What follows belongs to an exercise in optimizing a design on an open flow for a short achievable clock period and few clock cycles; a production flow would make more cautious choices. The RTL was checked by simulation tests, not by an equivalence proof against the original design. Power is estimated from default activity; no workload was simulated.

**config.mk**
```make
export PLATFORM = sky130hd
export DESIGN_NAME = SCPU_W_1
export DESIGN_NICKNAME = SCPU_W_1
export VERILOG_FILES = /design/flow/design.v
export SDC_FILE = /design/flow/constraint.sdc
export NUM_CORES = 4
export LEC_CHECK = 0
export CAP_MARGIN = 20
export CORE_MARGIN = 2
export CORE_UTILIZATION = 40
export PLACE_DENSITY = 0.6
export SLEW_MARGIN = 20
```
**constraint.sdc**
```tcl
create_clock -name core_clock -period 10.0 [get_ports {clk}]
set_input_delay 2.0000 -clock core_clock [delete_from_list [all_inputs] [get_ports {clk}]]
set_output_delay 2.0000 -clock core_clock [all_outputs]
set_load 0.01 [all_outputs]
```
**design.v**
```verilog
`timescale 1ns / 1ps
module SCPU_W_1(
  input wire clk,
  input wire rst,
  input wire [31:0]inst_in,
  input wire [31:0]Data_in,
  output wire MemRW,
  output wire [31:0]PC_out,
  output wire [31:0]Data_out,
  output wire [31:0]Addr_out,
  output wire [3:0]wea,
  output wire [31:0] Reg00,
  output wire [31:0] Reg01,
  output wire [31:0] Reg02,
  output wire[31:0] Reg03,
  output wire[31:0] Reg04,
  output wire[31:0] Reg05,
  output wire[31:0] Reg06,
  output wire[31:0] Reg07,
  output wire[31:0] Reg08,
  output wire[31:0] Reg09,
  output wire[31:0] Reg10,
  output wire[31:0] Reg11,
  output wire[31:0] Reg12,
  output wire[31:0] Reg13,
  output wire[31:0] Reg14,
  output wire[31:0] Reg15,
  output wire[31:0] Reg16,
  output wire[31:0] Reg17,
  output wire[31:0] Reg18,
  output wire[31:0] Reg19,
  output wire[31:0] Reg20,
  output wire[31:0] Reg21,
  output wire[31:0] Reg22,
  output wire[31:0] Reg23,
  output wire[31:0] Reg24,
  output wire[31:0] Reg25,
  output wire[31:0] Reg26,
  output wire[31:0] Reg27,
  output wire[31:0] Reg28,
  output wire[31:0] Reg29,
  output wire[31:0] Reg30,
  output wire[31:0] Reg31
);
  DataPath_W DataPath1(
    .clk(clk), 
    .rst(rst), 
    .OPcode(inst_in[6:2]), 
    .Fun3(inst_in[14:12]), 
    .Fun7(inst_in[30]),
    .MIO_ready(1'b0), 
    .inst_field(inst_in), 
    .Data_in(Data_in),
    .EX_MEM_MemRW(MemRW),
    .PC_out(PC_out), 
    .Data_out(Data_out), 
    .EX_MEM_ALU_out(Addr_out),
    .wea(wea),
    .Reg00(Reg00),
    .Reg01(Reg01),
    .Reg02(Reg02),
    .Reg03(Reg03),
    .Reg04(Reg04),
    .Reg05(Reg05),
    .Reg06(Reg06),
    .Reg07(Reg07),
    .Reg08(Reg08),
    .Reg09(Reg09),
    .Reg10(Reg10),
    .Reg11(Reg11),
    .Reg12(Reg12),
    .Reg13(Reg13),
    .Reg14(Reg14),
    .Reg15(Reg15),
    .Reg16(Reg16),
    .Reg17(Reg17),
    .Reg18(Reg18),
    .Reg19(Reg19),
    .Reg20(Reg20),
    .Reg21(Reg21),
    .Reg22(Reg22),
    .Reg23(Reg23),
    .Reg24(Reg24),
    .Reg25(Reg25),
    .Reg26(Reg26),
    .Reg27(Reg27),
    .Reg28(Reg28),
    .Reg29(Reg29),
    .Reg30(Reg30),
    .Reg31(Reg31)
    );
endmodule
`timescale 1ns / 1ps
module DataPath_W(
  input clk,
  input rst,
  input [4:0]       OPcode, 
  input [2:0]       Fun3,
  input             Fun7,
  input             MIO_ready,
  input [31:0]inst_field, 
  input [31:0]Data_in, 
  output wire EX_MEM_MemRW,
  output reg [31:0]PC_out, 
  output wire [31:0]Data_out, 
  output wire [31:0]EX_MEM_ALU_out, 
  output wire [3:0]wea,
  output [31:0] Reg00,
  output [31:0] Reg01,
  output [31:0] Reg02,
  output [31:0] Reg03,
  output [31:0] Reg04,
  output [31:0] Reg05,
  output [31:0] Reg06,
  output [31:0] Reg07,
  output [31:0] Reg08,
  output [31:0] Reg09,
  output [31:0] Reg10,
  output [31:0] Reg11,
  output [31:0] Reg12,
  output [31:0] Reg13,
  output [31:0] Reg14,
  output [31:0] Reg15,
  output [31:0] Reg16,
  output [31:0] Reg17,
  output [31:0] Reg18,
  output [31:0] Reg19,
  output [31:0] Reg20,
  output [31:0] Reg21,
  output [31:0] Reg22,
  output [31:0] Reg23,
  output [31:0] Reg24,
  output [31:0] Reg25,
  output [31:0] Reg26,
  output [31:0] Reg27,
  output [31:0] Reg28,
  output [31:0] Reg29,
  output [31:0] Reg30,
  output [31:0] Reg31
);
wire [1:0] EX_MEM_Jump;
wire Branch;
wire flush;
wire [31:0]IF_ID_inst_field,IF_ID_PC;
wire [2:0]IF_ID_Fun3;
wire IF_ID_Fun7;
wire [4:0]IF_ID_OPcode;
Reg_IF_ID IF_ID(
  .clk(clk),
  .rst(rst),
  .flush(flush),
  .PC(PC_out),
  .inst_field(inst_field),
  .IF_ID_PC(IF_ID_PC),
  .IF_ID_inst_field(IF_ID_inst_field),
  .IF_ID_Fun3(IF_ID_Fun3),
  .IF_ID_OPcode(IF_ID_OPcode),
  .IF_ID_Fun7(IF_ID_Fun7)
);
wire [2:0] ImmSel;
wire ALUSrc_B;
wire [2:0] MemtoReg;
wire [1:0] Jump;
wire Branch_Beq,Branch_Bne,Branch_Blt,Branch_Bltu,Branch_Bge,Branch_Bgeu;
wire [2:0] Length;
wire RegWrite;
wire [3:0] ALU_Control;
wire CPU_MIO;
wire MemRW;
SCPU_ctrl_W SCPU_CTRL(
  .OPcode(IF_ID_OPcode),
  .Fun3(IF_ID_Fun3),
  .Fun7(IF_ID_Fun7),
  .MIO_ready(MIO_ready),
  .ImmSel(ImmSel),
  .ALUSrc_B(ALUSrc_B),
  .MemtoReg(MemtoReg),
  .Jump(Jump),
  .Branch_Beq(Branch_Beq),
  .Branch_Bne(Branch_Bne),
  .Branch_Blt(Branch_Blt),
  .Branch_Bltu(Branch_Bltu),
  .Branch_Bge(Branch_Bge),
  .Branch_Bgeu(Branch_Bgeu),
  .Length(Length),
  .RegWrite(RegWrite),
  .MemRW(MemRW),
  .ALU_Control(ALU_Control),
  .CPU_MIO(CPU_MIO)
);  
wire [31:0] Rs1_data, Rs2_data;
reg [31:0]Wt_data;
wire [4:0] MEM_WB_Wt_addr;
wire MEM_WB_RegWrite;
wire [1:0]Forward_A,Forward_B;
Regs U1(
  .clk(clk),
  .rst(rst),
  .Rs1_addr(IF_ID_inst_field[19:15]),
  .Rs2_addr(IF_ID_inst_field[24:20]),
  .Wt_addr(MEM_WB_Wt_addr),
  .Wt_data(Wt_data),
  .RegWrite(MEM_WB_RegWrite),
  .Rs1_data(Rs1_data),
  .Rs2_data(Rs2_data),
    .Reg00(Reg00),
    .Reg01(Reg01),
    .Reg02(Reg02),
    .Reg03(Reg03),
    .Reg04(Reg04),
    .Reg05(Reg05),
    .Reg06(Reg06),
    .Reg07(Reg07),
    .Reg08(Reg08),
    .Reg09(Reg09),
    .Reg10(Reg10),
    .Reg11(Reg11),
    .Reg12(Reg12),
    .Reg13(Reg13),
    .Reg14(Reg14),
    .Reg15(Reg15),
    .Reg16(Reg16),
    .Reg17(Reg17),
    .Reg18(Reg18),
    .Reg19(Reg19),
    .Reg20(Reg20),
    .Reg21(Reg21),
    .Reg22(Reg22),
    .Reg23(Reg23),
    .Reg24(Reg24),
    .Reg25(Reg25),
    .Reg26(Reg26),
    .Reg27(Reg27),
    .Reg28(Reg28),
    .Reg29(Reg29),
    .Reg30(Reg30),
    .Reg31(Reg31)
);
wire [31:0] Imm_out;
ImmGen U2(
  .inst_field(IF_ID_inst_field),
  .ImmSel(ImmSel),
  .Imm_out(Imm_out)
);
wire [31:0]ID_EX_PC,ID_EX_Rs1_data,ID_EX_Rs2_data,ID_EX_Imm;
wire [2:0]ID_EX_Length,ID_EX_MemtoReg;
wire ID_EX_RegWrite;
wire ID_EX_Branch_Beq,ID_EX_Branch_Bne,ID_EX_Branch_Blt,ID_EX_Branch_Bltu,ID_EX_Branch_Bge,ID_EX_Branch_Bgeu;
wire ID_EX_MemRW;
wire [1:0]ID_EX_Jump;
wire [3:0]ID_EX_wea;
wire [3:0]ID_EX_ALU_Control;
wire ID_EX_ALUSrc_B;
wire [4:0]ID_EX_Wt_addr,ID_EX_Rs1_addr,ID_EX_Rs2_addr;
Reg_ID_EX ID_EX(
  .clk(clk),
  .rst(rst),
  .flush(flush),
  .PC(IF_ID_PC),
  .Rs1_addr(IF_ID_inst_field[19:15]),
  .Rs2_addr(IF_ID_inst_field[24:20]),
  .Rs1_data(Rs1_data),
  .Rs2_data(Rs2_data),
  .Imm(Imm_out),
  .Wt_addr(IF_ID_inst_field[11:7]),
  .Length(Length),
  .MemtoReg(MemtoReg),
  .RegWrite(RegWrite),
  .Branch_Beq(Branch_Beq),
  .Branch_Bne(Branch_Bne),
  .Branch_Bge(Branch_Bge),
  .Branch_Blt(Branch_Blt),
  .Branch_Bgeu(Branch_Bgeu),
  .Branch_Bltu(Branch_Bltu),
  .MemRW(MemRW),
  .Jump(Jump),
  .wea(wea),
  .ALU_Control(ALU_Control),
  .ALUSrc_B(ALUSrc_B),
  .ID_EX_PC(ID_EX_PC),
  .ID_EX_Rs1_data(ID_EX_Rs1_data),
  .ID_EX_Rs2_data(ID_EX_Rs2_data),
  .ID_EX_Imm(ID_EX_Imm),
  .ID_EX_Length(ID_EX_Length),
  .ID_EX_MemtoReg(ID_EX_MemtoReg),
  .ID_EX_RegWrite(ID_EX_RegWrite),
  .ID_EX_Branch_Beq(ID_EX_Branch_Beq),
  .ID_EX_Branch_Bne(ID_EX_Branch_Bne),
  .ID_EX_Branch_Bge(ID_EX_Branch_Bge),
  .ID_EX_Branch_Blt(ID_EX_Branch_Blt),
  .ID_EX_Branch_Bgeu(ID_EX_Branch_Bgeu),
  .ID_EX_Branch_Bltu(ID_EX_Branch_Bltu),
  .ID_EX_MemRW(ID_EX_MemRW),
  .ID_EX_Jump(ID_EX_Jump),
  .ID_EX_wea(ID_EX_wea),  
  .ID_EX_ALU_Control(ID_EX_ALU_Control),
  .ID_EX_ALUSrc_B(ID_EX_ALUSrc_B),
  .ID_EX_Rs1_addr(ID_EX_Rs1_addr),
  .ID_EX_Rs2_addr(ID_EX_Rs2_addr),
  .ID_EX_Wt_addr(ID_EX_Wt_addr)
);
wire [31:0] Ior2;
wire [31:0] Forward_A_data,Forward_B_data;
assign Forward_A_data = (Forward_A==2'b00)?ID_EX_Rs1_data:((Forward_A==2'b01)?Tem_RegWrite:((Forward_A==2'b10)?Wt_data:32'b0));
assign Forward_B_data = (Forward_B==2'b00)?ID_EX_Rs2_data:((Forward_B==2'b01)?Tem_RegWrite:((Forward_B==2'b10)?Wt_data:32'b0));
assign Ior2 = ID_EX_ALUSrc_B? ID_EX_Imm: Forward_B_data;
wire zero;
wire [31:0] EX_ALU_out;
wire [31:0] Tem_RegWrite;
ALU U3(
  .A(Forward_A_data),
  .B(Ior2),
  .ALU_operation(ID_EX_ALU_Control),
  .res(EX_ALU_out),
  .zero(zero)
);
wire [31:0] PC_Jal ;
assign PC_Jal = ID_EX_PC+ID_EX_Imm;
wire [31:0] EX_MEM_PC,EX_MEM_PC_Jal,EX_MEM_Rs2_data,EX_MEM_Imm;
wire [4:0] EX_MEM_Wt_addr,EX_MEM_Rs2_addr;  
wire EX_MEM_zero;
wire EX_MEM_Branch_Beq,EX_MEM_Branch_Bne,EX_MEM_Branch_Blt,EX_MEM_Branch_Bltu,EX_MEM_Branch_Bge,EX_MEM_Branch_Bgeu;
wire [2:0] EX_MEM_Length,EX_MEM_MemtoReg;
wire EX_MEM_RegWrite;
wire [3:0] EX_MEM_wea;
Reg_EX_MEM EX_MEM(
  .clk(clk),
  .rst(rst),
  .flush(flush),
  .PC(ID_EX_PC),
  .PC_Jal(PC_Jal),
  .ALU_out(EX_ALU_out),
  .zero(zero),
  .Rs2_data(Forward_B_data),
  .Rs2_addr(ID_EX_Rs2_addr),
  .Imm(ID_EX_Imm),
  .Wt_addr(ID_EX_Wt_addr),
  .Length(ID_EX_Length),
  .MemtoReg(ID_EX_MemtoReg),
  .RegWrite(ID_EX_RegWrite),
  .Branch_Beq(ID_EX_Branch_Beq),
  .Branch_Bne(ID_EX_Branch_Bne),
  .Branch_Bge(ID_EX_Branch_Bge),
  .Branch_Blt(ID_EX_Branch_Blt),
  .Branch_Bgeu(ID_EX_Branch_Bgeu),
  .Branch_Bltu(ID_EX_Branch_Bltu),
  .MemRW(ID_EX_MemRW),
  .Jump(ID_EX_Jump),
  .wea(ID_EX_wea),
  .EX_MEM_PC(EX_MEM_PC),
  .EX_MEM_PC_Jal(EX_MEM_PC_Jal),
  .EX_MEM_ALU_out(EX_MEM_ALU_out),
  .EX_MEM_zero(EX_MEM_zero),
  .EX_MEM_Rs2_data(EX_MEM_Rs2_data),
  .EX_MEM_Rs2_addr(EX_MEM_Rs2_addr),
  .EX_MEM_Imm(EX_MEM_Imm),
  .EX_MEM_Wt_addr(EX_MEM_Wt_addr),
  .EX_MEM_Length(EX_MEM_Length),
  .EX_MEM_MemtoReg(EX_MEM_MemtoReg),
  .EX_MEM_RegWrite(EX_MEM_RegWrite),
  .EX_MEM_Branch_Beq(EX_MEM_Branch_Beq),
  .EX_MEM_Branch_Bne(EX_MEM_Branch_Bne),
  .EX_MEM_Branch_Bge(EX_MEM_Branch_Bge),
  .EX_MEM_Branch_Blt(EX_MEM_Branch_Blt),
  .EX_MEM_Branch_Bgeu(EX_MEM_Branch_Bgeu),
  .EX_MEM_Branch_Bltu(EX_MEM_Branch_Bltu),
  .EX_MEM_MemRW(EX_MEM_MemRW),
  .EX_MEM_Jump(EX_MEM_Jump),
  .EX_MEM_wea(EX_MEM_wea)
);
Tem_RegWrite Temreg(
  .MemtoReg(EX_MEM_MemtoReg),
  .Length(EX_MEM_Length),
  .Data_in(Data_in),
  .ALU_out(EX_MEM_ALU_out),
  .Imm(EX_MEM_Imm),
  .PC_out(EX_MEM_PC),
  .Tem_RegWrite(Tem_RegWrite)
);
wire [31:0] MEM_WB_PC,MEM_WB_ALU_out,MEM_WB_Data_in,MEM_WB_Imm;
wire [2:0] MEM_WB_Length,MEM_WB_MemtoReg;
Reg_MEM_WB MEM_WB(
  .clk(clk),
  .rst(rst),
  .PC(EX_MEM_PC),
  .ALU_out(EX_MEM_ALU_out),
  .Data_in(Data_in),
  .Imm(EX_MEM_Imm),
  .Wt_addr(EX_MEM_Wt_addr),
  .Length(EX_MEM_Length),
  .MemtoReg(EX_MEM_MemtoReg),
  .RegWrite(EX_MEM_RegWrite),
  .MEM_WB_PC(MEM_WB_PC),
  .MEM_WB_ALU_out(MEM_WB_ALU_out),
  .MEM_WB_Data_in(MEM_WB_Data_in),
  .MEM_WB_Imm(MEM_WB_Imm),
  .MEM_WB_Wt_addr(MEM_WB_Wt_addr),
  .MEM_WB_Length(MEM_WB_Length),
  .MEM_WB_MemtoReg(MEM_WB_MemtoReg),
  .MEM_WB_RegWrite(MEM_WB_RegWrite)
);
wire For_M;
Forwarding_Ctrl forward_strl(
  .ID_EX_Rs1_addr(ID_EX_Rs1_addr),
  .ID_EX_Rs2_addr(ID_EX_Rs2_addr),
  .EX_MEM_Wt_addr(EX_MEM_Wt_addr),
  .MEM_WB_Wt_addr(MEM_WB_Wt_addr),
  .EX_MEM_RegWrite(EX_MEM_RegWrite),
  .MEM_WB_RegWrite(MEM_WB_RegWrite),
  .EX_MEM_Rs2_addr(EX_MEM_Rs2_addr),
  .For_A(Forward_A),
  .For_B(Forward_B),
  .For_M(For_M)
);
assign Branch = (EX_MEM_Branch_Beq&EX_MEM_zero)|(EX_MEM_Branch_Bne&(~EX_MEM_zero))|(EX_MEM_Branch_Blt&EX_MEM_ALU_out[0])|(EX_MEM_Branch_Bltu&EX_MEM_ALU_out[0])|(EX_MEM_Branch_Bge&(~EX_MEM_ALU_out[0]))|(EX_MEM_Branch_Bgeu&(~EX_MEM_ALU_out[0]));
assign flush = Branch|(EX_MEM_Jump[0]^EX_MEM_Jump[1]);
wire [31:0] PC_Branch = Branch?EX_MEM_PC_Jal:PC_out+32'd4;
reg [31:0] PC_next;
wire [31:0] reg_mem;
wire [31:0] reg_Data_out;
reg [31:0] Tem_mem,Tem_Data;
reg [3:0]Tem_wea;
assign reg_Data_out = EX_MEM_Rs2_data;
assign reg_mem = Tem_mem;
assign wea = Tem_wea;
assign Data_out = Tem_Data;
always @(*)begin
  Tem_mem = 32'b0;
  Wt_data = 32'b0;
  PC_next = PC_out+32'd4;
  Tem_wea = 4'b0;
  Tem_Data = 32'b0;
  case(MEM_WB_Length) 
    3'b000: 
    case(MEM_WB_ALU_out[1:0])
      2'b00:Tem_mem = {24'b0,MEM_WB_Data_in[7:0]};
      2'b01:Tem_mem = {24'b0,MEM_WB_Data_in[15:8]};
      2'b10:Tem_mem = {24'b0,MEM_WB_Data_in[23:16]};
      2'b11:Tem_mem = {24'b0,MEM_WB_Data_in[31:24]};
    endcase
    3'b001: 
    case(MEM_WB_ALU_out[1:0])
      2'b00:Tem_mem = {{24{MEM_WB_Data_in[7]}},MEM_WB_Data_in[7:0]};
      2'b01:Tem_mem = {{24{MEM_WB_Data_in[15]}},MEM_WB_Data_in[15:8]};
      2'b10:Tem_mem = {{24{MEM_WB_Data_in[23]}},MEM_WB_Data_in[23:16]};
      2'b11:Tem_mem = {{24{MEM_WB_Data_in[31]}},MEM_WB_Data_in[31:24]};
    endcase
    3'b010:
    case(MEM_WB_ALU_out[1:0])
      2'b00:Tem_mem = {16'b0,MEM_WB_Data_in[15:0]};
      2'b01:Tem_mem = {16'b0,MEM_WB_Data_in[23:8]};
      2'b10:Tem_mem = {16'b0,MEM_WB_Data_in[31:16]};
    endcase
    3'b011: 
    case(MEM_WB_ALU_out[1:0])
      2'b00:Tem_mem = {{16{MEM_WB_Data_in[15]}},MEM_WB_Data_in[15:0]};
      2'b01:Tem_mem = {{16{MEM_WB_Data_in[23]}},MEM_WB_Data_in[23:8]};
      2'b10:Tem_mem = {{16{MEM_WB_Data_in[31]}},MEM_WB_Data_in[31:16]};
    endcase
    3'b100:
     Tem_mem = MEM_WB_Data_in;
  endcase
  case(MEM_WB_MemtoReg)
    3'b000: Wt_data = MEM_WB_ALU_out;
    3'b001: Wt_data = reg_mem;
    3'b010: Wt_data = MEM_WB_PC+32'd4;
    3'b011: Wt_data = MEM_WB_Imm<<12;
    3'b100: Wt_data = MEM_WB_PC+(MEM_WB_Imm<<12);
  endcase
  case(EX_MEM_Jump)
    2'b11: PC_next = PC_Branch;
    2'b01: PC_next = EX_MEM_PC_Jal;
    2'b10: PC_next = {EX_MEM_ALU_out[31:1],1'b0};
  endcase
  case(EX_MEM_Length) 
    3'b000:begin
      case(EX_MEM_ALU_out[1:0])
        2'b00: begin
          Tem_wea = 4'b0001;
          Tem_Data = {24'b0,reg_Data_out[7:0]};
        end
        2'b01: begin
          Tem_wea = 4'b0010;
          Tem_Data = {16'b0,reg_Data_out[7:0],8'b0};
        end
        2'b10: begin
          Tem_wea = 4'b0100;
          Tem_Data = {8'b0,reg_Data_out[7:0],16'b0};
        end
        2'b11: begin
          Tem_wea = 4'b1000;
          Tem_Data = {reg_Data_out[7:0],24'b0};
        end
      endcase
    end
    3'b010:begin
      case(EX_MEM_ALU_out[1:0])
        2'b00: begin
          Tem_wea = 4'b0011;
          Tem_Data = {16'b0,reg_Data_out[15:0]};
        end
        2'b01: begin
          Tem_wea = 4'b0110;
          Tem_Data = {8'b0,reg_Data_out[15:0],8'b0};
        end
        2'b10: begin
          Tem_wea = 4'b1100;
          Tem_Data = {reg_Data_out[15:0],16'b0};
        end
      endcase
    end
    3'b100:begin
    Tem_wea = 4'b1111;
    Tem_Data = reg_Data_out;
    end
  endcase
end
always @(posedge clk or posedge rst)begin
  if(rst)PC_out<=32'd0;
  else if(EX_MEM_Jump==2'b00)begin
    PC_out <= PC_out+32'd4;
  end
  else PC_out<=PC_next;
end
endmodule
`timescale 1ns / 1ps
module SCPU_ctrl_W(
  input [4:0]       OPcode, 
  input [2:0]       Fun3,
  input             Fun7,
  input             MIO_ready,
  output reg [2:0]  ImmSel,
  output reg        ALUSrc_B,
  output reg [2:0]  MemtoReg,
  output reg [1:0]       Jump,
  output reg        Branch_Beq,
  output reg        Branch_Bne,
  output reg        Branch_Blt,
  output reg        Branch_Bltu,
  output reg        Branch_Bge,
  output reg        Branch_Bgeu,
  output reg [2:0]  Length,
  output reg        RegWrite,
  output reg        MemRW,
  output reg [3:0]  ALU_Control,
  output reg        CPU_MIO
    );
always@(*)begin
    ImmSel = 3'b000;
    ALUSrc_B = 1'b0;
    MemtoReg = 3'b000;
    Jump = 2'b00;
    Branch_Beq = 1'b0;
    Branch_Bne = 1'b0;
    Branch_Blt = 1'b0;
    Branch_Bltu = 1'b0;
    Branch_Bge = 1'b0;
    Branch_Bgeu = 1'b0;
    Length = 3'b000;
    RegWrite = 1'b0;
    MemRW = 1'b0;
    ALU_Control = 4'b0000;
    CPU_MIO = 1'b0;
    case(OPcode)
        5'b01100:begin
            ImmSel = 3'b000;
            ALUSrc_B = 1'b0;
            MemtoReg = 3'b000;
            Jump = 2'b00;
            Branch_Beq = 1'b0;
            Branch_Bne = 1'b0;
            Branch_Blt = 1'b0;
            Branch_Bltu = 1'b0;
            Branch_Bge = 1'b0;
            Branch_Bgeu = 1'b0;
            Length = 3'b000;
            RegWrite = 1'b1;
            MemRW = 1'b0;
            CPU_MIO = 1'b0;
            case(Fun3)
                3'b000: ALU_Control = Fun7?4'b0001:4'b0000;
                3'b001: ALU_Control = 4'b0010;
                3'b010: ALU_Control = 4'b0011;
                3'b011: ALU_Control = 4'b0100;
                3'b100: ALU_Control = 4'b0101;
                3'b101: ALU_Control = Fun7?4'b0111:4'b0110;
                3'b110: ALU_Control = 4'b1000;
                3'b111: ALU_Control = 4'b1001;
            endcase
        end
        5'b00100: begin
            ImmSel = 3'b000;
            ALUSrc_B = 1'b1;
            MemtoReg = 3'b000;
            Jump = 2'b00;
            Branch_Beq = 1'b0;
            Branch_Bne = 1'b0;
            Branch_Blt = 1'b0;
            Branch_Bltu = 1'b0;
            Branch_Bge = 1'b0;
            Branch_Bgeu = 1'b0;
            Length = 3'b000;
            RegWrite = 1'b1;
            MemRW = 1'b0;
            CPU_MIO = 1'b0;
            case(Fun3)
                3'b000: ALU_Control = 4'b0000;
                3'b001: ALU_Control = 4'b0010;
                3'b010: ALU_Control = 4'b0011;
                3'b011: ALU_Control = 4'b0100;
                3'b100: ALU_Control = 4'b0101;
                3'b101: ALU_Control = Fun7?4'b0111:4'b0110;
                3'b110: ALU_Control = 4'b1000;
                3'b111: ALU_Control = 4'b1001;
            endcase
        end
        5'b00000:begin
            ImmSel = 3'b000;
            ALUSrc_B = 1'b1;
            MemtoReg = 3'b001;
            Jump = 2'b00;
            Branch_Beq = 1'b0;
            Branch_Bne = 1'b0;
            Branch_Blt = 1'b0;
            Branch_Bltu = 1'b0;
            Branch_Bge = 1'b0;
            Branch_Bgeu = 1'b0;
            RegWrite = 1'b1;
            MemRW = 1'b0;
            CPU_MIO = 1'b0;
            ALU_Control = 4'b0000; 
            case(Fun3)
                3'b000: Length = 3'b001;
                3'b001: Length = 3'b011;
                3'b010: Length = 3'b100;
                3'b100: Length = 3'b000;
                3'b101: Length = 3'b010;
            endcase
        end
        5'b11001:begin
            ImmSel = 3'b000;
            ALUSrc_B = 1'b1;
            MemtoReg = 3'b010;
            Jump = 2'b10;
            Branch_Beq = 1'b0;
            Branch_Bne = 1'b0;
            Branch_Blt = 1'b0;
            Branch_Bltu = 1'b0;
            Branch_Bge = 1'b0;
            Branch_Bgeu = 1'b0;
            Length = 3'b000;
            RegWrite = 1'b1;
            MemRW = 1'b0;
            CPU_MIO = 1'b1;
            ALU_Control = 4'b0000;
        end
        5'b01000:begin
            ImmSel = 3'b001;
            ALUSrc_B = 1'b1;
            MemtoReg = 3'b001;
            Jump = 2'b00;
            Branch_Beq = 1'b0;
            Branch_Bne = 1'b0;
            Branch_Blt = 1'b0;
            Branch_Bltu = 1'b0;
            Branch_Bge = 1'b0;
            Branch_Bgeu = 1'b0;
            RegWrite = 1'b0;
            MemRW = 1'b1;
            CPU_MIO = 1'b0;
            ALU_Control = 4'b0000;
            case(Fun3)
                3'b000: Length = 3'b000;
                3'b001: Length = 3'b010;
                3'b010: Length = 3'b100;
            endcase
        end
        5'b11000:begin
            ImmSel = 3'b010;
            ALUSrc_B = 1'b0;
            MemtoReg = 3'b000;
            Jump = 2'b11;
            Branch_Beq = (Fun3 == 3'b000)?1'b1:1'b0;
            Branch_Bne = (Fun3 == 3'b001)?1'b1:1'b0;
            Branch_Blt = (Fun3 == 3'b100)?1'b1:1'b0;
            Branch_Bltu = (Fun3 == 3'b110)?1'b1:1'b0;
            Branch_Bge = (Fun3 == 3'b101)?1'b1:1'b0;
            Branch_Bgeu = (Fun3 == 3'b111)?1'b1:1'b0;
            Length = 3'b000;
            RegWrite = 1'b0;
            MemRW = 1'b0;
            CPU_MIO = 1'b0;
            case(Fun3)
                3'b000: ALU_Control = 4'b0001;
                3'b001: ALU_Control = 4'b0001;
                3'b100: ALU_Control = 4'b0011;
                3'b101: ALU_Control = 4'b0011;
                3'b110: ALU_Control = 4'b0100;
                3'b111: ALU_Control = 4'b0100;
            endcase
        end
        5'b11011:begin
            ImmSel = 3'b100;
            ALUSrc_B = 1'b1;
            MemtoReg = 3'b010;
            Jump = 2'b01;
            Branch_Beq = 1'b0;
            Branch_Bne = 1'b0;
            Branch_Blt = 1'b0;
            Branch_Bltu = 1'b0;
            Branch_Bge = 1'b0;
            Branch_Bgeu = 1'b0;
            Length = 3'b000;
            RegWrite = 1'b1;
            MemRW = 1'b0;
            CPU_MIO = 1'b0;
            ALU_Control = 4'b0000;
        end
        5'b01101:begin
            ImmSel = 3'b011;
            ALUSrc_B = 1'b0;
            MemtoReg = 3'b011;
            Jump = 2'b00;
            Branch_Beq = 1'b0;
            Branch_Bne = 1'b0;
            Branch_Blt = 1'b0;
            Branch_Bltu = 1'b0;
            Branch_Bge = 1'b0;
            Branch_Bgeu = 1'b0;
            Length = 3'b000;
            RegWrite = 1'b1;
            MemRW = 1'b0;
            CPU_MIO = 1'b0;
            ALU_Control = 4'b0000;
        end
        5'b00101:begin
            ImmSel = 3'b011;
            ALUSrc_B = 1'b0;
            MemtoReg = 3'b100;
            Jump = 2'b00;
            Branch_Beq = 1'b0;
            Branch_Bne = 1'b0;
            Branch_Blt = 1'b0;
            Branch_Bltu = 1'b0;
            Branch_Bge = 1'b0;
            Branch_Bgeu = 1'b0;
            Length = 3'b000;
            RegWrite = 1'b1;
            MemRW = 1'b0;
            CPU_MIO = 1'b0;
            ALU_Control = 4'b0000;
        end
    endcase
end
endmodule
`timescale 1ns / 1ps
module Regs(
    input clk,
    input rst,
    input [4:0] Rs1_addr, 
    input [4:0] Rs2_addr, 
    input [4:0] Wt_addr, 
    input [31:0]Wt_data, 
    input RegWrite, 
    output wire [31:0] Rs1_data, 
    output wire[31:0] Rs2_data,
    output wire[31:0] Reg00,
    output wire[31:0] Reg01,
    output wire[31:0] Reg02,
    output wire[31:0] Reg03,
    output wire[31:0] Reg04,
    output wire[31:0] Reg05,
    output wire[31:0] Reg06,
    output wire[31:0] Reg07,
    output wire[31:0] Reg08,
    output wire[31:0] Reg09,
    output wire[31:0] Reg10,
    output wire[31:0] Reg11,
    output wire[31:0] Reg12,
    output wire[31:0] Reg13,
    output wire[31:0] Reg14,
    output wire[31:0] Reg15,
    output wire[31:0] Reg16,
    output wire[31:0] Reg17,
    output wire[31:0] Reg18,
    output wire[31:0] Reg19,
    output wire[31:0] Reg20,
    output wire[31:0] Reg21,
    output wire[31:0] Reg22,
    output wire[31:0] Reg23,
    output wire[31:0] Reg24,
    output wire[31:0] Reg25,
    output wire[31:0] Reg26,
    output wire[31:0] Reg27,
    output wire[31:0] Reg28,
    output wire[31:0] Reg29,
    output wire[31:0] Reg30,
    output wire[31:0] Reg31
);
reg [31:0]tem[1:31];
wire wr_en = RegWrite && !rst && (Wt_addr != 5'd0);
assign Rs1_data = (Rs1_addr == 5'd0) ? 32'd0 : (wr_en && Wt_addr == Rs1_addr) ? Wt_data : tem[Rs1_addr];
assign Rs2_data = (Rs2_addr == 5'd0) ? 32'd0 : (wr_en && Wt_addr == Rs2_addr) ? Wt_data : tem[Rs2_addr];
assign Reg00 = 32'd0;
assign Reg01 = tem[1];
assign Reg02 = tem[2];
assign Reg03 = tem[3];
assign Reg04 = tem[4];
assign Reg05 = tem[5];
assign Reg06 = tem[6];
assign Reg07 = tem[7];
assign Reg08 = tem[8];
assign Reg09 = tem[9];
assign Reg10 = tem[10];
assign Reg11 = tem[11];
assign Reg12 = tem[12];
assign Reg13 = tem[13];
assign Reg14 = tem[14];
assign Reg15 = tem[15];
assign Reg16 = tem[16];
assign Reg17 = tem[17];
assign Reg18 = tem[18];
assign Reg19 = tem[19];
assign Reg20 = tem[20];
assign Reg21 = tem[21];
assign Reg22 = tem[22];
assign Reg23 = tem[23];
assign Reg24 = tem[24];
assign Reg25 = tem[25];
assign Reg26 = tem[26];
assign Reg27 = tem[27];
assign Reg28 = tem[28];
assign Reg29 = tem[29];
assign Reg30 = tem[30];
assign Reg31 = tem[31];
always @(posedge clk) begin
if(wr_en)begin
   tem[Wt_addr] <= Wt_data;
 end
end
endmodule
`timescale 1ns / 1ps
module ALU (
  input [31:0]  A,
  input [31:0]  B,
  input [3:0]   ALU_operation,
  output[31:0]  res,
  output  zero
);
reg [31:0] tem;
reg flag;
always@(*)begin
case(ALU_operation)
    4'd0: tem = $signed(A) + $signed(B);
    4'd1: tem =  $signed(A) - $signed(B);
    4'd2: tem = A << B[4:0];
    4'd3: tem = $signed(A)<$signed(B)?32'd1:32'd0 ;
    4'd4: tem = $unsigned(A)<$unsigned(B)?32'd1:32'd0;
    4'd5: tem = A ^ B;
    4'd6: tem = A >> B[4:0];
    4'd7: tem = $signed(A)>>>B[4:0];
    4'd8: tem = A | B;
    4'd9: tem = A & B;
    default: tem = 32'd0;
endcase
flag = tem?1'b0:1'b1;
end
assign zero = flag;
assign res = tem;
endmodule
`timescale 1ns / 1ps
module ImmGen(
  input wire [2:0]   ImmSel,
  input wire [31:0]  inst_field,
  output reg [31:0]  Imm_out
);
always @(*) begin
case (ImmSel)
    3'd0: Imm_out = {{20{inst_field[31]}},inst_field[31:20]};
    3'd1: Imm_out = {{20{inst_field[31]}},inst_field[31:25],inst_field[11:7]};
    3'd2: Imm_out = {{19{inst_field[31]}},inst_field[31],inst_field[7],inst_field[30:25],inst_field[11:8],1'b0};
    3'd3: Imm_out = {{12{inst_field[31]}},inst_field[31:12]};
    3'd4: Imm_out = {{11{inst_field[31]}},inst_field[31],inst_field[19:12],inst_field[20],inst_field[30:21],1'b0};
    3'd5: Imm_out = {27'b0,inst_field[19:15]};
    default: Imm_out = 32'b0;
endcase
end
endmodule
`timescale 1ns / 1ps
module Reg_IF_ID(
    input clk,
    input rst,
    input flush,
    input [31:0] PC,
    input [31:0]inst_field,
    output reg [31:0]IF_ID_PC,
    output reg [31:0]IF_ID_inst_field,
    output reg [2:0]IF_ID_Fun3,
    output reg [4:0]IF_ID_OPcode,
    output reg IF_ID_Fun7
    );
always@(posedge clk or posedge rst)begin
    if(rst)begin
        IF_ID_PC <= 32'b0;
        IF_ID_inst_field <= 32'h00000013;
        IF_ID_Fun3 <= 3'b0;
        IF_ID_Fun7 <= 7'b0;
        IF_ID_OPcode <= 5'b0;
    end
    else if(flush)begin
        IF_ID_PC <= 32'b0;
        IF_ID_inst_field <= 32'h00000013;
        IF_ID_Fun3 <= 3'b0;
        IF_ID_Fun7 <= 7'b0;
        IF_ID_OPcode <= 5'b0;
    end
    else begin
        IF_ID_PC <= PC;
        IF_ID_inst_field <= inst_field;
        IF_ID_Fun3 <= inst_field[14:12];
        IF_ID_Fun7 <= inst_field[30];
        IF_ID_OPcode <= inst_field[6:2];
    end
end
endmodule
`timescale 1ns / 1ps
module Reg_ID_EX(
    input clk,
    input rst,
    input flush,
    input [31:0] PC,
    input [4:0]Rs1_addr,
    input [4:0]Rs2_addr,
    input [31:0] Rs1_data,
    input [31:0] Rs2_data,
    input [31:0] Imm,
    input [4:0]Wt_addr,
    input [2:0]Length,
    input [2:0]MemtoReg,
    input  RegWrite,
    input  Branch_Beq,
    input  Branch_Bne,
    input  Branch_Bge,
    input  Branch_Blt,
    input  Branch_Bgeu,
    input  Branch_Bltu,
    input  MemRW,
    input [1:0] Jump,
    input [3:0] wea,
    input [3:0]ALU_Control,
    input ALUSrc_B,
    output reg [4:0]ID_EX_Rs1_addr,
    output reg [4:0]ID_EX_Rs2_addr,
    output reg [31:0]ID_EX_PC,
    output reg [31:0]ID_EX_Rs1_data,
    output reg [31:0]ID_EX_Rs2_data,
    output reg [31:0]ID_EX_Imm,
    output reg [2:0]ID_EX_Length,
    output reg [2:0]ID_EX_MemtoReg,
    output reg ID_EX_RegWrite,
    output reg ID_EX_Branch_Beq,    
    output reg ID_EX_Branch_Bne,
    output reg ID_EX_Branch_Bge,
    output reg ID_EX_Branch_Blt,
    output reg ID_EX_Branch_Bgeu,
    output reg ID_EX_Branch_Bltu,
    output reg ID_EX_MemRW, 
    output reg [1:0]ID_EX_Jump,
    output reg [3:0]ID_EX_wea,
    output reg [3:0]ID_EX_ALU_Control,
    output reg ID_EX_ALUSrc_B,
    output reg [4:0]ID_EX_Wt_addr
    );
always@(posedge clk or posedge rst)begin
    if(rst)begin
        ID_EX_PC <= 32'b0;
        ID_EX_Rs1_data <= 32'b0;
        ID_EX_Rs2_data <= 32'b0;
        ID_EX_Imm <= 32'b0;
        ID_EX_Length <= 3'b0;
        ID_EX_MemtoReg <= 3'b0;
        ID_EX_RegWrite <= 1'b0;
        ID_EX_Branch_Beq <= 1'b0;
        ID_EX_Branch_Bne <= 1'b0;
        ID_EX_Branch_Bge <= 1'b0;
        ID_EX_Branch_Blt <= 1'b0;
        ID_EX_Branch_Bgeu <= 1'b0;
        ID_EX_Branch_Bltu <= 1'b0;
        ID_EX_MemRW <= 1'b0;
        ID_EX_Jump <= 2'b0;
        ID_EX_wea <= 4'b0;
        ID_EX_ALU_Control <= 4'b0;
        ID_EX_ALUSrc_B <= 1'b0;
        ID_EX_Wt_addr <= 5'b0;
        ID_EX_Rs1_addr <= 5'b0;
        ID_EX_Rs2_addr <= 5'b0;
    end
    else if(flush)begin
        ID_EX_PC <= 32'b0;
        ID_EX_Rs1_data <= 32'b0;
        ID_EX_Rs2_data <= 32'b0;
        ID_EX_Imm <= 32'b0;
        ID_EX_Length <= 3'b0;
        ID_EX_MemtoReg <= 3'b0;
        ID_EX_RegWrite <= 1'b0;
        ID_EX_Branch_Beq <= 1'b0;
        ID_EX_Branch_Bne <= 1'b0;
        ID_EX_Branch_Bge <= 1'b0;
        ID_EX_Branch_Blt <= 1'b0;
        ID_EX_Branch_Bgeu <= 1'b0;
        ID_EX_Branch_Bltu <= 1'b0;
        ID_EX_MemRW <= 1'b0;
        ID_EX_Jump <= 2'b0;
        ID_EX_wea <= 4'b0;
        ID_EX_ALU_Control <= 4'b0;
        ID_EX_ALUSrc_B <= 1'b0;
        ID_EX_Wt_addr <= 5'b0;
        ID_EX_Rs1_addr <= 5'b0;
        ID_EX_Rs2_addr <= 5'b0;
    end
    else begin
        ID_EX_PC <= PC;
        ID_EX_Rs1_data <= Rs1_data;
        ID_EX_Rs2_data <= Rs2_data;
        ID_EX_Imm <= Imm;
        ID_EX_Length <= Length;
        ID_EX_MemtoReg <= MemtoReg;
        ID_EX_RegWrite <= RegWrite;
        ID_EX_Branch_Beq <= Branch_Beq;
        ID_EX_Branch_Bne <= Branch_Bne;
        ID_EX_Branch_Bge <= Branch_Bge;
        ID_EX_Branch_Blt <= Branch_Blt;
        ID_EX_Branch_Bgeu <= Branch_Bgeu;
        ID_EX_Branch_Bltu <= Branch_Bltu;
        ID_EX_MemRW <= MemRW;
        ID_EX_Jump <= Jump;
        ID_EX_wea <= wea;
        ID_EX_ALU_Control <= ALU_Control;
        ID_EX_ALUSrc_B <= ALUSrc_B;
        ID_EX_Wt_addr <= Wt_addr;
        ID_EX_Rs1_addr <= Rs1_addr;
        ID_EX_Rs2_addr <= Rs2_addr;
    end
end
endmodule
`timescale 1ns / 1ps
module Reg_EX_MEM(
    input clk,
    input rst,
    input flush,
    input [31:0] PC,
    input [31:0] PC_Jal,
    input [31:0] ALU_out,
    input zero,
    input [31:0] Rs2_data,
    input [4:0] Rs2_addr,
    input [31:0] Imm,
    input [4:0]Wt_addr,
    input [2:0]Length,
    input [2:0]MemtoReg,
    input  RegWrite,
    input  Branch_Beq,
    input  Branch_Bne,
    input  Branch_Bge,
    input  Branch_Blt,
    input  Branch_Bgeu,
    input  Branch_Bltu,
    input  MemRW,
    input [1:0] Jump,
    input [3:0] wea,
    output reg [31:0]EX_MEM_PC,
    output reg [31:0]EX_MEM_PC_Jal,
    output reg [31:0]EX_MEM_ALU_out,
    output reg EX_MEM_zero,
    output reg [31:0]EX_MEM_Rs2_data,
    output reg [4:0]EX_MEM_Rs2_addr,
    output reg [31:0]EX_MEM_Imm,
    output reg [4:0]EX_MEM_Wt_addr,
    output reg [2:0]EX_MEM_Length,
    output reg [2:0]EX_MEM_MemtoReg,
    output reg EX_MEM_RegWrite,
    output reg EX_MEM_Branch_Beq,
    output reg EX_MEM_Branch_Bne,
    output reg EX_MEM_Branch_Bge,
    output reg EX_MEM_Branch_Blt,
    output reg EX_MEM_Branch_Bgeu,
    output reg EX_MEM_Branch_Bltu,
    output reg EX_MEM_MemRW,
    output reg [1:0]EX_MEM_Jump,
    output reg [3:0]EX_MEM_wea
    );
always@(posedge clk or posedge rst)begin
    if(rst) begin
        EX_MEM_PC <= 32'b0;
        EX_MEM_PC_Jal <= 32'b0;
        EX_MEM_ALU_out <= 32'b0;
        EX_MEM_zero <= 1'b0;
        EX_MEM_Rs2_data <= 32'b0;
        EX_MEM_Imm <= 32'b0;
        EX_MEM_Wt_addr <= 5'b0;
        EX_MEM_Length <= 3'b0;
        EX_MEM_MemtoReg <= 3'b0;
        EX_MEM_RegWrite <= 1'b0;
        EX_MEM_Branch_Beq <= 1'b0;
        EX_MEM_Branch_Bne <= 1'b0;
        EX_MEM_Branch_Bge <= 1'b0;
        EX_MEM_Branch_Blt <= 1'b0;
        EX_MEM_Branch_Bgeu <= 1'b0;
        EX_MEM_Branch_Bltu <= 1'b0;
        EX_MEM_MemRW <= 1'b0;
        EX_MEM_Jump <= 2'b0;
        EX_MEM_wea <= 4'b0;
        EX_MEM_Rs2_addr <= 5'b0;
    end
    else if(flush)begin
        EX_MEM_PC <= 32'b0;
        EX_MEM_PC_Jal <= 32'b0;
        EX_MEM_ALU_out <= 32'b0;
        EX_MEM_zero <= 1'b0;
        EX_MEM_Rs2_data <= 32'b0;
        EX_MEM_Imm <= 32'b0;
        EX_MEM_Wt_addr <= 5'b0;
        EX_MEM_Length <= 3'b0;
        EX_MEM_MemtoReg <= 3'b0;
        EX_MEM_RegWrite <= 1'b0;
        EX_MEM_Branch_Beq <= 1'b0;
        EX_MEM_Branch_Bne <= 1'b0;
        EX_MEM_Branch_Bge <= 1'b0;
        EX_MEM_Branch_Blt <= 1'b0;
        EX_MEM_Branch_Bgeu <= 1'b0;
        EX_MEM_Branch_Bltu <= 1'b0;
        EX_MEM_MemRW <= 1'b0;
        EX_MEM_Jump <= 2'b0;
        EX_MEM_wea <= 4'b0;
        EX_MEM_Rs2_addr <= 5'b0;
    end
    else begin
        EX_MEM_PC <= PC;
        EX_MEM_PC_Jal <= PC_Jal;
        EX_MEM_ALU_out <= ALU_out;
        EX_MEM_zero <= zero;
        EX_MEM_Rs2_data <= Rs2_data;
        EX_MEM_Imm <= Imm;
        EX_MEM_Wt_addr <= Wt_addr;
        EX_MEM_Length <= Length;
        EX_MEM_MemtoReg <= MemtoReg;
        EX_MEM_RegWrite <= RegWrite;
        EX_MEM_Branch_Beq <= Branch_Beq;
        EX_MEM_Branch_Bne <= Branch_Bne;
        EX_MEM_Branch_Bge <= Branch_Bge;
        EX_MEM_Branch_Blt <= Branch_Blt;
        EX_MEM_Branch_Bgeu <= Branch_Bgeu;
        EX_MEM_Branch_Bltu <= Branch_Bltu;
        EX_MEM_MemRW <= MemRW;
        EX_MEM_Jump <= Jump;
        EX_MEM_wea <= wea;
        EX_MEM_Rs2_addr <= Rs2_addr;
    end
end
endmodule
`timescale 1ns / 1ps
module Reg_MEM_WB(
    input clk,
    input rst,
    input [31:0] PC,
    input [31:0] ALU_out,
    input [31:0] Data_in,
    input [31:0] Imm,
    input [4:0]Wt_addr,
    input [2:0]Length,
    input [2:0]MemtoReg,
    input  RegWrite,
    output reg [31:0]MEM_WB_PC,
    output reg [31:0]MEM_WB_ALU_out,
    output reg [31:0]MEM_WB_Data_in,
    output reg [31:0]MEM_WB_Imm,
    output reg [4:0]MEM_WB_Wt_addr,
    output reg [2:0]MEM_WB_Length,
    output reg [2:0]MEM_WB_MemtoReg,
    output reg MEM_WB_RegWrite
    );
always@(posedge clk or posedge rst)begin
    if(rst) begin
        MEM_WB_PC <= 32'b0;
        MEM_WB_ALU_out <= 32'b0;
        MEM_WB_Data_in <= 32'b0;
        MEM_WB_Imm <= 32'b0;
        MEM_WB_Wt_addr <= 5'b0;
        MEM_WB_Length <= 3'b0;
        MEM_WB_MemtoReg <= 3'b0;
        MEM_WB_RegWrite <= 1'b0;
    end
    else begin
        MEM_WB_PC <= PC;
        MEM_WB_ALU_out <= ALU_out;
        MEM_WB_Data_in <= Data_in;
        MEM_WB_Imm <= Imm;
        MEM_WB_Wt_addr <= Wt_addr;
        MEM_WB_Length <= Length;
        MEM_WB_MemtoReg <= MemtoReg;
        MEM_WB_RegWrite <= RegWrite;
    end
end
endmodule
`timescale 1ns / 1ps
module Tem_RegWrite(
    input [2:0]MemtoReg,
    input [2:0]Length,
    input [31:0]Data_in,    
    input [31:0]ALU_out,
    input [31:0]Imm,
    input [31:0]PC_out,
    output reg [31:0]Tem_RegWrite
    );
wire [31:0] reg_mem;
reg [31:0]tem_mem;
assign reg_mem = tem_mem;
always@(*)begin
    tem_mem = 32'b0;
    Tem_RegWrite = 32'b0;
    case(Length)
        3'b000: 
        case(ALU_out[1:0])
            2'b00: tem_mem = {24'b0, Data_in[7:0]};
            2'b01: tem_mem = {24'b0, Data_in[15:8]};
            2'b10: tem_mem = {24'b0, Data_in[23:16]};
            2'b11: tem_mem = {24'b0, Data_in[31:24]};
        endcase
        3'b001:
        case(ALU_out[1:0])
            2'b00: tem_mem = {{24{Data_in[7]}}, Data_in[7:0]};
            2'b01: tem_mem =  {{24{Data_in[15]}}, Data_in[15:8]};
            2'b10: tem_mem =  {{24{Data_in[23]}}, Data_in[23:16]};
            2'b11: tem_mem =  {{24{Data_in[31]}}, Data_in[31:24]};
        endcase
        3'b010:
        case(ALU_out[1:0])
            2'b00: tem_mem = {16'b0, Data_in[15:0]};
            2'b01: tem_mem = {16'b0, Data_in[23:8]};
            2'b10: tem_mem = {16'b0, Data_in[31:16]};
        endcase
        3'b011:
        case(ALU_out[1:0])
            2'b00: tem_mem = {{16{Data_in[15]}}, Data_in[15:0]};
            2'b01: tem_mem =  {{16{Data_in[23]}}, Data_in[23:8]};
            2'b10: tem_mem =  {{16{Data_in[31]}}, Data_in[31:16]};
        endcase
        3'b100:
            tem_mem = Data_in;
    endcase
    case(MemtoReg)
        3'b000: Tem_RegWrite = ALU_out;
        3'b001: Tem_RegWrite = reg_mem;
        3'b010: Tem_RegWrite = PC_out+32'd4;
        3'b011: Tem_RegWrite = Imm<<12;
        3'b100: Tem_RegWrite = PC_out+(Imm<<12);
    endcase
end
endmodule
`timescale 1ns / 1ps
module Forwarding_Ctrl(
    input [4:0]ID_EX_Rs1_addr,
    input [4:0]ID_EX_Rs2_addr,
    input [4:0]EX_MEM_Wt_addr,
    input [4:0]MEM_WB_Wt_addr,
    input [4:0]EX_MEM_Rs2_addr,
    input EX_MEM_RegWrite,
    input MEM_WB_RegWrite,
    output reg [1:0]For_A,
    output reg [1:0]For_B,
    output reg For_M
    );
    always@(*)begin
        if(EX_MEM_RegWrite && ID_EX_Rs1_addr == EX_MEM_Wt_addr && EX_MEM_Wt_addr != 5'b0)begin
            For_A <= 2'b01;
        end
        else if(MEM_WB_RegWrite && ID_EX_Rs1_addr == MEM_WB_Wt_addr && MEM_WB_Wt_addr != 5'b0)begin
            For_A <= 2'b10;
        end
        else begin
            For_A <= 2'b00;
        end
        if(EX_MEM_RegWrite &&ID_EX_Rs2_addr == EX_MEM_Wt_addr && EX_MEM_Wt_addr != 5'b0)begin
            For_B <= 2'b01;
        end
        else if(MEM_WB_RegWrite && ID_EX_Rs2_addr == MEM_WB_Wt_addr && MEM_WB_Wt_addr != 5'b0)begin
            For_B <= 2'b10;
        end
        else begin
            For_B <= 2'b00;
        end
        if(MEM_WB_RegWrite && MEM_WB_Wt_addr==EX_MEM_Rs2_addr) begin
            For_M <= 1'b1;
        end
        else begin
            For_M <= 1'b0;
        end
    end
endmodule
```
**run.sh**
```bash
#!/bin/bash
# synth_recipe.tcl (not shown) runs the flow's synth.tcl, then flattens the netlist and writes it again
# the make line also repeats each setting of config.mk as NAME=value (left out here)
make -C /OpenROAD-flow-scripts/flow DESIGN_CONFIG=/design/flow/config.mk WORK_HOME=/design/flow/orfs CLKGATE_MAP_FILE= SYNTH_SCRIPT=/design/flow/synth_recipe.tcl finish
```
==> notes.md <==
[critical path: cells and delay by family (launching register included)]
family	cells	cell delay (ps)
AOI/OAI and AO/OA	12	4350
DFF	1	620
buffers and inverters	2	360
muxes	1	350
adders and majority gates	1	260
and+or+nand+nor	8	2720
[cell families after synthesis]
kind of cell,count (synthesis)
fa+ha+maj,186
simple gates,1656
other cells,1
flops,1569
mux,824
xor+xnor,136
compound gates,1427
buf+inv,641
[power by group through the flow]
| stage | logic (uW) | clock network (uW) | registers (uW) |
|---|---|---|---|
| detailed placement | 18600 | 0 | 10200 |
| global placement | 18600 | 0 | 10200 |
| finish | 19300 | 6830 | 10200 |
| CTS | 18700 | 6830 | 10100 |
| global route | 19900 | 7080 | 10200 |
| floorplan | 10600 | 0 | 9220 |
[synthesized netlist by cell type (93+ instances only)]
library cell and instances:
nand2_1 306, a22oi_1 97, nor3_1 109, ha_1 181
o21ai_0 270, nor2_1 480, clkbuf_1 324, o211ai_1 93
and2_1 244, a21oi_1 241, mux2i_1 95, nand3_1 128
edfxtp_1 1024, mux4_2 647, a211oi_1 130, dfrtp_1 545
inv_1 152
[through the flow]
| stage | utilization [%] | std cells | hold slack [ps] | power (uW) | cell area [um^2] |
|---|---|---|---|---|---|
| after floorplan | - | 6503 | 349 | 19800 | 85600 |
| after global placement | 48.0 | 10300 | 433 | 28800 | 102000 |
| after detailed placement | 48.0 | 10300 | 435 | 28900 | 102000 |
| after CTS | 50.8 | 10600 | 425 | 35700 | 108000 |
| after global routing | 50.9 | 10600 | 431 | 37200 | 108000 |
| final | 50.9 | 10700 | 430 | 36300 | 108000 |
[layer usage]
layer | routed length [um] | part of all wire [%]
met1 | 175000 | 36
met2 | 209000 | 43
met3 | 60400 | 12
met4 | 40700 | 8.4
met5 | 284 | 0.059
[layout make-up]
type | count | area share [%]
sequential | 1569 | 41.2
multi-input combinational | 4293 | 36.3
timing repair buffer | 1481 | 13.1
clock buffer | 220 | 4.31
tap | 2821 | 3.27
clock inverter | 99 | 1.23
inverter | 160 | 0.560
antenna | 16 | 0.0371
[worst max-delay path by stage]
stage                                                        startpoint                                      to  slack (ps)  cells past startpoint
after floorplan                                                     rst       DataPath1.U1.tem[10][0]$_DFFE_PP_       -3040                      3
after global placement                                      Data_in[21]  DataPath1.EX_MEM.EX_MEM_zero$_DFF_PP0_         510                     22
after detailed placement                                    Data_in[21]  DataPath1.EX_MEM.EX_MEM_zero$_DFF_PP0_         490                     21
after CTS                                                   Data_in[21]  DataPath1.EX_MEM.EX_MEM_zero$_DFF_PP0_        1320                     21
after global routing                                        Data_in[16]  DataPath1.EX_MEM.EX_MEM_zero$_DFF_PP0_        1090                     26
final                     DataPath1.MEM_WB.MEM_WB_MemtoReg[2]$_DFF_PP0_  DataPath1.EX_MEM.EX_MEM_zero$_DFF_PP0_        1190                     24
==> metrics.yaml <==
critical_path:
  r2r-end: "DataPath1.EX_MEM.EX_MEM_zero$_DFF_PP0_"
  crit_chain: "nor3b_1 -> o211ai_1 -> buf_4 -> a2111oi_2 -> nor2_1 -> nand2_1 -> o211ai_1 -> o21ai_0 -> mux2_2 -> inv_1 -> ha_1 -> or3_1 -> o21ai_0 -> a21oi_1 -> a221oi_1 -> a21oi_1 -> a31o_2 -> a211oi_1 -> o2111ai_1 -> a2111oi_4 -> nand4_1 -> or4_1 -> or4_1 -> nor4_2"
  worst-setup-path-type: "reg2reg"
  slowest_stage: "a2111oi_2"
  crit_arrival_ps: 9520
  rr_worst_depth: 24
  cp-start-kind: "flop"
  critPathCaptureType: "flop"
  reg2reg_slack_ps: 1190
  r2r-start: "DataPath1.MEM_WB.MEM_WB_MemtoReg[2]$_DFF_PP0_"
  crit_required_ps: 10700
  cp_max_fo: 17
  slowest_delay_ps: 930
cells_and_area:
  multi_input_area_um2: 39200
  top_register: "DataPath1.U1.tem"
  largest_reg_flops: 1024
  final_cell_mix: "1156 x clkdlybuf4s50_1, 1024 x edfxtp_1, 647 x mux4_2"
  num-fill-cells: 18300
  seq_area_um2: 44400
  syn_to_final_growth_pct: 26.4
  nNetsFinal: 7931
  drive_above_1_share_pct: 19.1
  mostFrequentLayoutCell: "clkdlybuf4s50_1"
synthesis:
  synth.area.top_cells: "edfxtp_1 36%, mux4_2 17%, dfrtp_1 16%"
  async_flop_share_pct: 34.7
  ys_seq_area_share_pct: 52.0
  synth.avg_cell_area_um2: 13.3
  synth_top_family_by_area: "multiplexers"
  synth_xor_area_share_pct: 1.40
  syn_inst: 6440
  syn_area_um2: 85400
  synth.distinct_cells: 121
  synthAdderAreaFrac_pct: 2.77
  synth_seq_cells: 1569
  synthFlopType: "edfxtp_1"
  synth-simple-area-share_pct: 9.84
  synth_compound_area_share_pct: 11.6
  yosysTopAreaCell: "edfxtp_1"
  yosysWarnings: 11
  synth_edf_count: 1024
  synth_mux_area_share_pct: 19.3
  yosysTopAreaCellShare_pct: 36.0
clock_tree:
  clockBufferDepth: 3
  cts_made_buffers: 174
  clkTransAtPathRegs_ps: 60
  h-tree-depth: 4
  clock-sinks: 1569
  cts_resized: 0
  root_buffer: "clkbuf_16"
  cts_tree: "done"
  post-cts-setup-buffers: 0
  hold_buffers: 0
  clkLatencyLatePin_ps: 900
die:
  dieArea_um2: 217000
  num_io_pins: 1191
  fp.dieH_um: 466
  die_w_um: 466
  start_util_pct: 40.2
  rows: 169
  coreArea_um2: 212000
timing:
  drv_slew: 0
  worst_slack_ps: 1190
  setup_viol: 0
  fmax_ghz: 0.113
  hold_viol: 0
  worst_slew_pin_slew_ps: 1290
  finClkSkew_ps: 96.4
  period_minus_slack_ps: 8810
  fin_tns_setup_ps: 0
  fin_crit_sh_pct: 88.1
  slew_headroom_pct: 13.4
  rsz0062_at_grt: "no"
power:
  p_int_uw: 19300
  ir_drop_mv: 0.217
  p_per_area_nw_per_um2: 337
  clock_power_share_pct: 18.8
  power_leakage_uw: 0.0390
  power_frac_comb_pct: 53.1
  pwr-share-seq_pct: 28.0
  swShare_pct: 46.7
  p_switching_uw: 17000
global_routing:
  grt_pass1_wl_um: 639000
  busiest_layer: "met2"
  grt_use_met3_pct: 14.7
  grt_pass1_vias: 68700
  gr-total-overflow: 0
  grt.met1_usage_pct: 54.9
  antenna_found_initial: 50
  grtUsageMet2_pct: 63.7
  grt_usage_pct: 43.7
  grt_max_degree: 130
routing:
  routed_via_density: 6.80
  ant_nets: 0
  wl_per_cell_um: 45.5
  drtIter0Drc: 11700
  drc_errors: 0
  dr.pass1.iters: 9
  via_count: 72500
  drt-total-wl_um: 485000
worst_hold_path:
  worst_hold_path_type: "reg2reg"
  whs_path_depth: 0
  min_to: "DataPath1.MEM_WB.MEM_WB_PC[0]$_DFF_PP0_"
  hp-start: "DataPath1.EX_MEM.EX_MEM_PC[0]$_DFF_PP0_"
placement:
  gp_congestion: 1.04
  hpwl_um: 371000
  pre_cts_ws_ps: 493
  portBuffers: 1156
status:
  status: "no timing/DRC/antenna violations"
run:
  maxCapViolCount: 0
Testbench counts, summed over its fixed seeds: cycles 19,114.

[what the ideal ports hide]
The flow's constraints put no driver on any port. The routed layout listed below was extracted and timed again, unchanged, in two steps. Step 1, drivers: a clkbuf_16 drives clk and a buf_2 each remaining input, both assumed. Step 2, shift: input delay + t, output delay - t, t = (earliest + latest rising clock arrival at the registers) / 2. This alone moves slack from input paths to output paths. a / b / c = ideal ports / drivers / drivers and shift; a / b = the first two.
t, ns: 0.946
slack for setup (ns): 1.185 / 1.185 / 0.359
hold WS [ns]: 0.430 / 0.430 / 0.430
After both steps setup and hold are still met in this run. For this run, drivers alone change the setup slack by 0.000 ns; drivers and shift together by -0.826 ns.
